From an optimization exercise on the open Yosys and OpenROAD flow, aimed at small area and a short achievable clock period; shortcuts taken in it are not production practice. Only simulation tests tie the RTL to the original design; equivalence was not proved. No activity file was given, so power comes from the tool's default toggle rates.

== job 6902 ==
Design ALU_TOP, start of the top module:
module ALU_TOP(
input    wire     [15:0]     A,B,
input    wire     [3:0]      ALU_FUN,
input    wire                clk,
input    wire                RST,
output   wire      [15:0]    Arith_OUT,Logic_OUT,CMP_OUT,Shift_OUT,
output   wire                Carry_OUT,
output   wire                Arith_Flag,Logic_Flag,CMP_Flag,Shift_Flag
);
Size: roughly 1400 cells after synthesis, roughly 110 I/O pins, roughly 0.011 sq mm of cells after synthesis.
==> flow/config.mk <==
export PLATFORM = sky130hd
export DESIGN_NAME = ALU_TOP
export DESIGN_NICKNAME = ALU_TOP
export VERILOG_FILES = /design/flow/design.v
export SDC_FILE = /design/flow/constraint.sdc
export NUM_CORES = 4
export LEC_CHECK = 0
export CAP_MARGIN = 20
export CORE_MARGIN = 2
export CORE_UTILIZATION = 40
export SETUP_SLACK_MARGIN = 5
export SLEW_MARGIN = 20
==> flow/constraint.sdc <==
create_clock -name core_clock -period 32.0 [get_ports {clk}]
set_input_delay 6.4000 -clock core_clock [delete_from_list [all_inputs] [get_ports {clk}]]
set_output_delay 6.4000 -clock core_clock [all_outputs]
set_load 0.01 [all_outputs]
run.sh (not shown) runs the stock make flow with config.mk's settings and CLKGATE_MAP_FILE= SYNTH_SCRIPT=/design/flow/synth_recipe.tcl, a recipe that flattens the netlist after the stock synthesis.
The inputs of job 1250 differ from those of job 6902 as listed below.
Settings: clearing SETUP_SLACK_MARGIN, which used to be 5; putting ABC_AREA at 1 where nothing was set; swapping 40 for 60 in CORE_UTILIZATION.
==> flow/flow/run.sh (new file) <==
#!/bin/bash
# The standard layout (standard.sh), with these settings changed:
#   ADDER_MAP_FILE empty: synthesis does not extract full/half adder cells
#   SETUP_SLACK_MARGIN: timing repair aims for this much setup slack
#   BUFFER_PORTS_ARGS: the port buffers are the smallest buffer cell
set -euo pipefail
bash standard.sh ADDER_MAP_FILE= SETUP_SLACK_MARGIN=14 "BUFFER_PORTS_ARGS=-buffer_cell sky130_fd_sc_hd__buf_1" finish > flow.log 2>&1
==> flow/standard.sh (new file) <==
#!/bin/bash
# synth_recipe.tcl (not shown) runs the flow's synth.tcl, then flattens the netlist and writes it again
# the make line also repeats each setting of config.mk as NAME=value (left out here)
make -C /OpenROAD-flow-scripts/flow DESIGN_CONFIG=/design/flow/config.mk WORK_HOME=/design/flow/orfs CLKGATE_MAP_FILE= SYNTH_SCRIPT=/design/flow/synth_recipe.tcl "${@:-finish}"
removed: flow/run.sh
==> run notes <==
Going from job 6902 to job 1250, final area grew by more than 10%. Compared with job 6902, via count of the first global-routing pass in job 1250 increased by more than a quarter. Worst slew slack as a fraction of its limit delta for job 1250 relative to job 6902: 5.6 points lower. Relative to job 6902, relative area of clock buffers and inverters in the final design has decreased by 0.33 points in job 1250.
[inputs] job 4401 vs job 1250
diff --git a/flow/flow/run.sh b/flow/flow/run.sh
--- a/flow/flow/run.sh
+++ b/flow/flow/run.sh
@@ -7 +7 @@
-bash standard.sh ADDER_MAP_FILE= SETUP_SLACK_MARGIN=14 "BUFFER_PORTS_ARGS=-buffer_cell sky130_fd_sc_hd__buf_1" finish > flow.log 2>&1
+bash standard.sh ADDER_MAP_FILE= SETUP_SLACK_MARGIN=16 "BUFFER_PORTS_ARGS=-buffer_cell sky130_fd_sc_hd__buf_1" finish > flow.log 2>&1
==> run notes <==
Cell with the biggest individual delay on the critical path = sky130_fd_sc_hd__dfxtp_2: job 1250; cell with the biggest individual delay on the critical path = sky130_fd_sc_hd__dfxtp_1: job 4401. Job 4401 against job 1250: worst-case hold slack essentially unchanged, area fraction in compound gates after synthesis essentially unchanged, cell count increased 160, flip-flop and latch area increased 30 sq um, number of global-route vias before repair increased 852.
Relative to job 4401, the following input files were edited for job 7746:
==> flow/flow/run.sh <==
#!/bin/bash
# The standard layout (standard.sh), with these settings changed:
#   SETUP_SLACK_MARGIN: timing repair aims for this much setup slack
#   BUFFER_PORTS_ARGS: the port buffers are the smallest buffer cell
set -euo pipefail
bash standard.sh SETUP_SLACK_MARGIN=12 "BUFFER_PORTS_ARGS=-buffer_cell sky130_fd_sc_hd__buf_1" finish > flow.log 2>&1
--- outcome ---
- Hold slack of job 4401 is on par with job 7746.
- Against job 4401, job 7746 comes in 269 lower on number of filler instances in the final layout.
- Job 7746 vs job 4401, via-per-instance ratio went down by about 4%.
- Number of gates resized after cts (lower): job 7746
- Job 7746 vs job 4401 — part of the power in combinational logic dropped 6.4 points.
- Against job 4401, job 7746 reports a relative slew slack that is higher.
- [compare] base=job 4401 new=job 7746: die footprint fell by 0.0052 sq mm, area after synthesis decreased by 0.0030 sq mm relative to the old numbers, maximum clock frequency moved down.
- Job 4401 reports its capturing element of the worst setup path as CMP_OUT[0] while job 7746 reports X_r[7].
- On proportion of synthesized flip-flops having asynchronous set or reset, job 7746 and job 4401 are basically level.
- Non-filler instance count after layout came out lower on job 7746 than on job 4401.

---

The RTL this note starts from:
==> flow/design.v <==
module Decoder(
input       wire    [3:0]     ALU_FUN,
input       wire              VLD,
output      wire              Arith_EN,Logic_EN,CMP_EN,Shift_EN
);
assign Arith_EN = VLD & (ALU_FUN[3:2] == 2'b00);
assign Logic_EN = VLD & (ALU_FUN[3:2] == 2'b01);
assign CMP_EN   = VLD & (ALU_FUN[3:2] == 2'b10);
assign Shift_EN = VLD & (ALU_FUN[3:2] == 2'b11);
endmodule
module Arithmetic_Unit #(parameter W = 16, parameter TOPO = 0) (
input    wire     [W-1:0]   X,Y,
input    wire               CI,
output   wire     [W-1:0]   S,
output   wire               CO,
output   wire               PP
);
localparam L = (W <= 2) ? 1 : (W <= 4) ? 2 : (W <= 8) ? 3 : 4;
wire [W-1:0] p0 = X ^ Y;
wire [W:0]   c;
genvar l, j;
generate
if (TOPO == 3) begin : g_plain
  assign {c[W], S} = {1'b0, X} + {1'b0, Y} + {{W{1'b0}}, CI};
end else if (TOPO == 2) begin : g_bk
  wire [W-1:0] g [0:2*L];
  wire [W-1:0] p [0:2*L];
  assign g[0] = (X & Y) | {{(W-1){1'b0}}, p0[0] & CI};
  assign p[0] = p0;
  for (l = 0; l < L; l = l + 1) begin : g_up
    for (j = 0; j < W; j = j + 1) begin : g_bit
      if (((j + 1) % (1 << (l + 1))) == 0) begin : g_op
        assign g[l+1][j] = g[l][j] | (p[l][j] & g[l][j - (1 << l)]);
        assign p[l+1][j] = p[l][j] & p[l][j - (1 << l)];
      end else begin : g_cp
        assign g[l+1][j] = g[l][j];
        assign p[l+1][j] = p[l][j];
      end
    end
  end
  for (l = L - 1; l >= 0; l = l - 1) begin : g_dn
    for (j = 0; j < W; j = j + 1) begin : g_bit
      if ((((j + 1) % (1 << (l + 1))) == (1 << l)) && (j >= (1 << (l + 1)))) begin : g_op
        assign g[2*L-l][j] = g[2*L-l-1][j] | (p[2*L-l-1][j] & g[2*L-l-1][j - (1 << l)]);
        assign p[2*L-l][j] = p[2*L-l-1][j] & p[2*L-l-1][j - (1 << l)];
      end else begin : g_cp
        assign g[2*L-l][j] = g[2*L-l-1][j];
        assign p[2*L-l][j] = p[2*L-l-1][j];
      end
    end
  end
  assign c = {g[2*L], CI};
end else begin : g_pp
  wire [W-1:0] g [0:L];
  wire [W-1:0] p [0:L];
  assign g[0] = (X & Y) | {{(W-1){1'b0}}, p0[0] & CI};
  assign p[0] = p0;
  for (l = 0; l < L; l = l + 1) begin : g_lvl
    for (j = 0; j < W; j = j + 1) begin : g_bit
      if (TOPO == 1) begin : g_ks
        if (j >= (1 << l)) begin : g_op
          assign g[l+1][j] = g[l][j] | (p[l][j] & g[l][j - (1 << l)]);
          assign p[l+1][j] = p[l][j] & p[l][j - (1 << l)];
        end else begin : g_cp
          assign g[l+1][j] = g[l][j];
          assign p[l+1][j] = p[l][j];
        end
      end else begin : g_sk
        if ((j >> l) & 1) begin : g_op
          assign g[l+1][j] = g[l][j] | (p[l][j] & g[l][((j >> l) << l) - 1]);
          assign p[l+1][j] = p[l][j] & p[l][((j >> l) << l) - 1];
        end else begin : g_cp
          assign g[l+1][j] = g[l][j];
          assign p[l+1][j] = p[l][j];
        end
      end
    end
  end
  assign c = {g[L], CI};
end
endgenerate
generate
if (TOPO != 3) begin : g_sum
  assign S = p0 ^ c[W-1:0];
end
endgenerate
assign CO = c[W];
assign PP = &p0;
endmodule
module Logic_Unit(
input    wire     [15:0]    A,NB,
input    wire     [1:0]     FUN,
input    wire               Logic_EN,
output   wire     [15:0]    Logic_OUT,
output   wire               Logic_Flag
);
wire [15:0] B = ~NB;
wire [15:0] r = FUN[0] ? (A | B) : (A & B);
assign Logic_OUT  = {16{Logic_EN}} & (r ^ {16{FUN[1]}});
assign Logic_Flag = Logic_EN;
endmodule
module CMP_Unit(
input    wire                GE,
input    wire                EQ,
input    wire     [1:0]      FUN,
input    wire                CMP_EN,
output   wire     [15:0]     CMP_OUT,
output   wire                CMP_Flag
);
wire eq = EQ;
reg  r;
always @(*)
begin
  case (FUN)
    2'b00: r = 1'b0;
    2'b01: r = eq;
    2'b10: r = GE & ~eq;
    2'b11: r = ~GE;
  endcase
end
assign CMP_OUT  = {15'b0, CMP_EN & r};
assign CMP_Flag = CMP_EN;
endmodule
module Shift_Unit(
input    wire     [15:0]     A,NB,
input    wire     [1:0]      FUN,
input    wire                Shift_EN,
output   wire     [15:0]     Shift_OUT,
output   wire                Shift_Flag
);
wire [15:0] v = FUN[1] ? ~NB : A;
assign Shift_OUT  = {16{Shift_EN}} & (FUN[0] ? {v[14:0], 1'b0} : {1'b0, v[15:1]});
assign Shift_Flag = Shift_EN;
endmodule
module ALU_TOP(
input    wire     [15:0]     A,B,
input    wire     [3:0]      ALU_FUN,
input    wire                clk,
input    wire                RST,
output   wire      [15:0]    Arith_OUT,Logic_OUT,CMP_OUT,Shift_OUT,
output   wire                Carry_OUT,
output   wire                Arith_Flag,Logic_Flag,CMP_Flag,Shift_Flag
);
localparam M = 7;       
localparam TOPO = 0;    
wire is_mul = (ALU_FUN == 4'b0010);
wire is_div = (ALU_FUN == 4'b0011);
wire is_add = (ALU_FUN == 4'b0000);
wire is_sub = (ALU_FUN == 4'b0001);
wire [15:0] x_in [16:M];
assign x_in[16] = is_mul ? 16'b0 : A;
wire [15:M] q_hi;
genvar i;
generate
for (i = 15; i >= M; i = i - 1) begin : g_row_in
  wire [15-i:0] y = is_mul ? (A[15-i:0] & {(16-i){B[i]}}) : ~B[15-i:0];
  wire          bz = ~|B[15:16-i];
  wire          cout;
  wire [15-i:0] s;
  Arithmetic_Unit #(.W(16-i), .TOPO(TOPO)) U_row (.X(x_in[i+1][15:i]), .Y(y), .CI(~is_mul), .S(s), .CO(cout), .PP());
  assign q_hi[i] = cout & bz;
  wire take = is_mul | (is_div & q_hi[i]);
  assign x_in[i] = {take ? s : x_in[i+1][15:i], x_in[i+1][i-1:0]};
end
endgenerate
reg [15:0]   X_r, Y_r;
reg [15:M]   Q_r;
reg [M-1:0]  G_r;
reg [3:0]    fun_r;
reg          mul_r, div_r, add_r, as_r, ci_r;
reg          vld_r;
always @(posedge clk or negedge RST)
begin
  if (!RST)
    vld_r <= 1'b0;
  else
    vld_r <= 1'b1;
end
always @(posedge clk)
begin
  X_r   <= x_in[M];
  Y_r   <= is_mul ? A : is_add ? B : ~B;
  Q_r   <= q_hi;
  G_r   <= is_mul ? B[M-1:0] : {M{1'b1}};
  fun_r <= ALU_FUN;
  mul_r <= is_mul;
  div_r <= is_div;
  add_r <= is_add;
  as_r  <= is_add | is_sub;
  ci_r  <= ~is_mul & ~is_add;
end
wire arith_en, logic_en, cmp_en, shift_en;
Decoder U_Decoder (.ALU_FUN(fun_r), .VLD(vld_r),
  .Arith_EN(arith_en), .Logic_EN(logic_en), .CMP_EN(cmp_en), .Shift_EN(shift_en));
wire [15:0] x_out [M:0];
assign x_out[M] = X_r;
wire [M-1:0] q_lo;
wire         co0;
wire         eq0;
generate
for (i = M-1; i >= 0; i = i - 1) begin : g_row_out
  wire [15-i:0] y = Y_r[15-i:0] & {(16-i){G_r[i]}};
  wire          bz;
  if (i == 0) begin : g_bz0
    assign bz = 1'b1;
  end else begin : g_bz
    assign bz = ~|(~Y_r[15:16-i]);
  end
  wire          cout, pp;
  wire [15-i:0] s;
  Arithmetic_Unit #(.W(16-i), .TOPO(TOPO)) U_row (.X(x_out[i+1][15:i]), .Y(y), .CI(ci_r), .S(s), .CO(cout), .PP(pp));
  assign q_lo[i] = cout & bz;
  if (i == 0) begin : g_x0
    wire take = mul_r | as_r;
    assign x_out[i] = take ? s : x_out[i+1];
    assign eq0 = pp;
    assign co0 = cout;
  end else begin : g_x
    wire take = mul_r | (div_r & q_lo[i]);
    assign x_out[i] = {take ? s : x_out[i+1][15:i], x_out[i+1][i-1:0]};
  end
end
endgenerate
wire [15:0] quot = {Q_r, q_lo};
assign Arith_OUT  = {16{arith_en}} & (div_r ? quot : x_out[0]);
assign Carry_OUT  = arith_en & add_r & co0;
assign Arith_Flag = arith_en;
CMP_Unit U_CMP (.GE(co0), .EQ(eq0), .FUN(fun_r[1:0]), .CMP_EN(cmp_en),
  .CMP_OUT(CMP_OUT), .CMP_Flag(CMP_Flag));
Logic_Unit U_logic (.A(X_r), .NB(Y_r), .FUN(fun_r[1:0]), .Logic_EN(logic_en),
  .Logic_OUT(Logic_OUT), .Logic_Flag(Logic_Flag));
Shift_Unit U_Shift (.A(X_r), .NB(Y_r), .FUN(fun_r[1:0]), .Shift_EN(shift_en),
  .Shift_OUT(Shift_OUT), .Shift_Flag(Shift_Flag));
endmodule
Settings: LEC_CHECK=0, ABC_AREA=1, CAP_MARGIN=20, CORE_MARGIN=2, CORE_UTILIZATION=60, SLEW_MARGIN=20, TNS_END_PERCENT=0; clock period 32.0 ns.
standard.sh (not shown) runs the stock make flow with config.mk's settings and CLKGATE_MAP_FILE= SYNTH_SCRIPT=/design/flow/synth_recipe.tcl, a recipe that flattens the netlist after the stock synthesis.
==> flow/flow/run.sh <==
#!/bin/bash
# The standard layout (standard.sh), with these settings changed:
#   ADDER_MAP_FILE empty: synthesis does not extract full/half adder cells
#   SETUP_SLACK_MARGIN: timing repair aims for this much setup slack
#   BUFFER_PORTS_ARGS: the port buffers are the smallest buffer cell
set -euo pipefail
bash standard.sh ADDER_MAP_FILE= SETUP_SLACK_MARGIN=16 "BUFFER_PORTS_ARGS=-buffer_cell sky130_fd_sc_hd__buf_1" finish > flow.log 2>&1
Next try:
==> flow/flow/run.sh (replaced) <==
#!/bin/bash
# Standard layout, with timing repair aiming for a larger setup margin.
set -euo pipefail
bash standard.sh SETUP_SLACK_MARGIN=10 finish > flow.log 2>&1
- ABC_AREA: 1 -> unset
- CORE_UTILIZATION: 60 -> 40
- TNS_END_PERCENT: 0 -> unset
- The changed run completed without violations
- setup slack is worse by 5100 ps
- total power drops by roughly a tenth
- clock power came out higher by a little under a tenth
- non-clock buffer count shrinks by 62
- worst hold slack improved by 400 ps
Next try:
==> flow/flow/run.sh (replaced) <==
#!/bin/bash
# Standard layout, with timing repair aiming for a larger setup margin.
set -euo pipefail
bash standard.sh SETUP_SLACK_MARGIN=12 finish > flow.log 2>&1
- ABC_AREA: unset -> 1
Outcome: Final cell count rose by 17%; wire length climbs by about 0.9%; final area grows by 3.3%; maximum frequency is higher by 10%; die area shrinks by about 2.5%; sequential power shrinks by about 2%; power drops by 1.5%; utilization grows by 3.1 points; hold slack gets worse by 15 ps; global-route usage grows by 0.26 points.
Next try:
==> flow/flow/run.sh (replaced) <==
#!/bin/bash
# Standard layout, with timing repair aiming for a larger setup margin.
set -euo pipefail
bash standard.sh SETUP_SLACK_MARGIN=15 finish > flow.log 2>&1
Outcome: Sequential power is about the same. Fmax hardly moves. Combinational power goes up by 48%. Worst hold slack loses 31 ps.

## port drivers added, routing unchanged
How much do the figures lean on ideal ports? The routed layouts below were timed once more, with nothing changed but the port constraints. Step 1 assumes that a clkbuf_16 drives the clock port and a buf_2 every other input. Step 2 moves the port delays by t, midway between the first and last clock arrival at a register: inputs arrive t later, outputs are due t later. That takes back most of the time a late clock gives input paths. a / b / c = ideal ports / drivers / drivers and shift; a / b = the first two.
| run | shift t [ns] | setup WS [ns] | hold slack, ns | cell pins on the clock port's net |
|---|---|---|---|---|
| job 6902 | 0.361 | 7.094 / 7.054 / 6.941 | 6.213 / 6.199 / 6.560 | 1 |
| job 1250 | 0.375 | 14.840 / 14.795 / 15.157 | 5.817 / 5.796 / 6.171 | 1 |
| job 4401 | 0.374 | 15.731 / 15.686 / 16.060 | 5.817 / 5.795 / 6.169 | 1 |
| job 7746 | 0.366 | 12.311 / 12.327 / 11.961 | 5.816 / 5.803 / 6.169 | 1 |
| the first run of note 2 | 0.375 | 15.657 / 15.613 / 15.988 | 5.817 / 5.796 / 6.171 | 1 |
| the second run of note 2 | 0.362 | 10.537 / 10.495 / 10.345 | 6.218 / 6.200 / 6.562 | 1 |
| the third run of note 2 | 0.369 | 12.485 / 12.509 / 12.140 | 6.202 / 6.202 / 6.571 | 1 |
| the fourth run of note 2 | 0.378 | 12.478 / 12.485 / 12.107 | 6.171 / 6.166 / 6.544 | 1 |
After both steps every run listed still meets setup and hold. For the fourth run of note 2, which loses most, drivers alone change the setup slack by +0.007 ns; drivers and shift together by -0.371 ns.
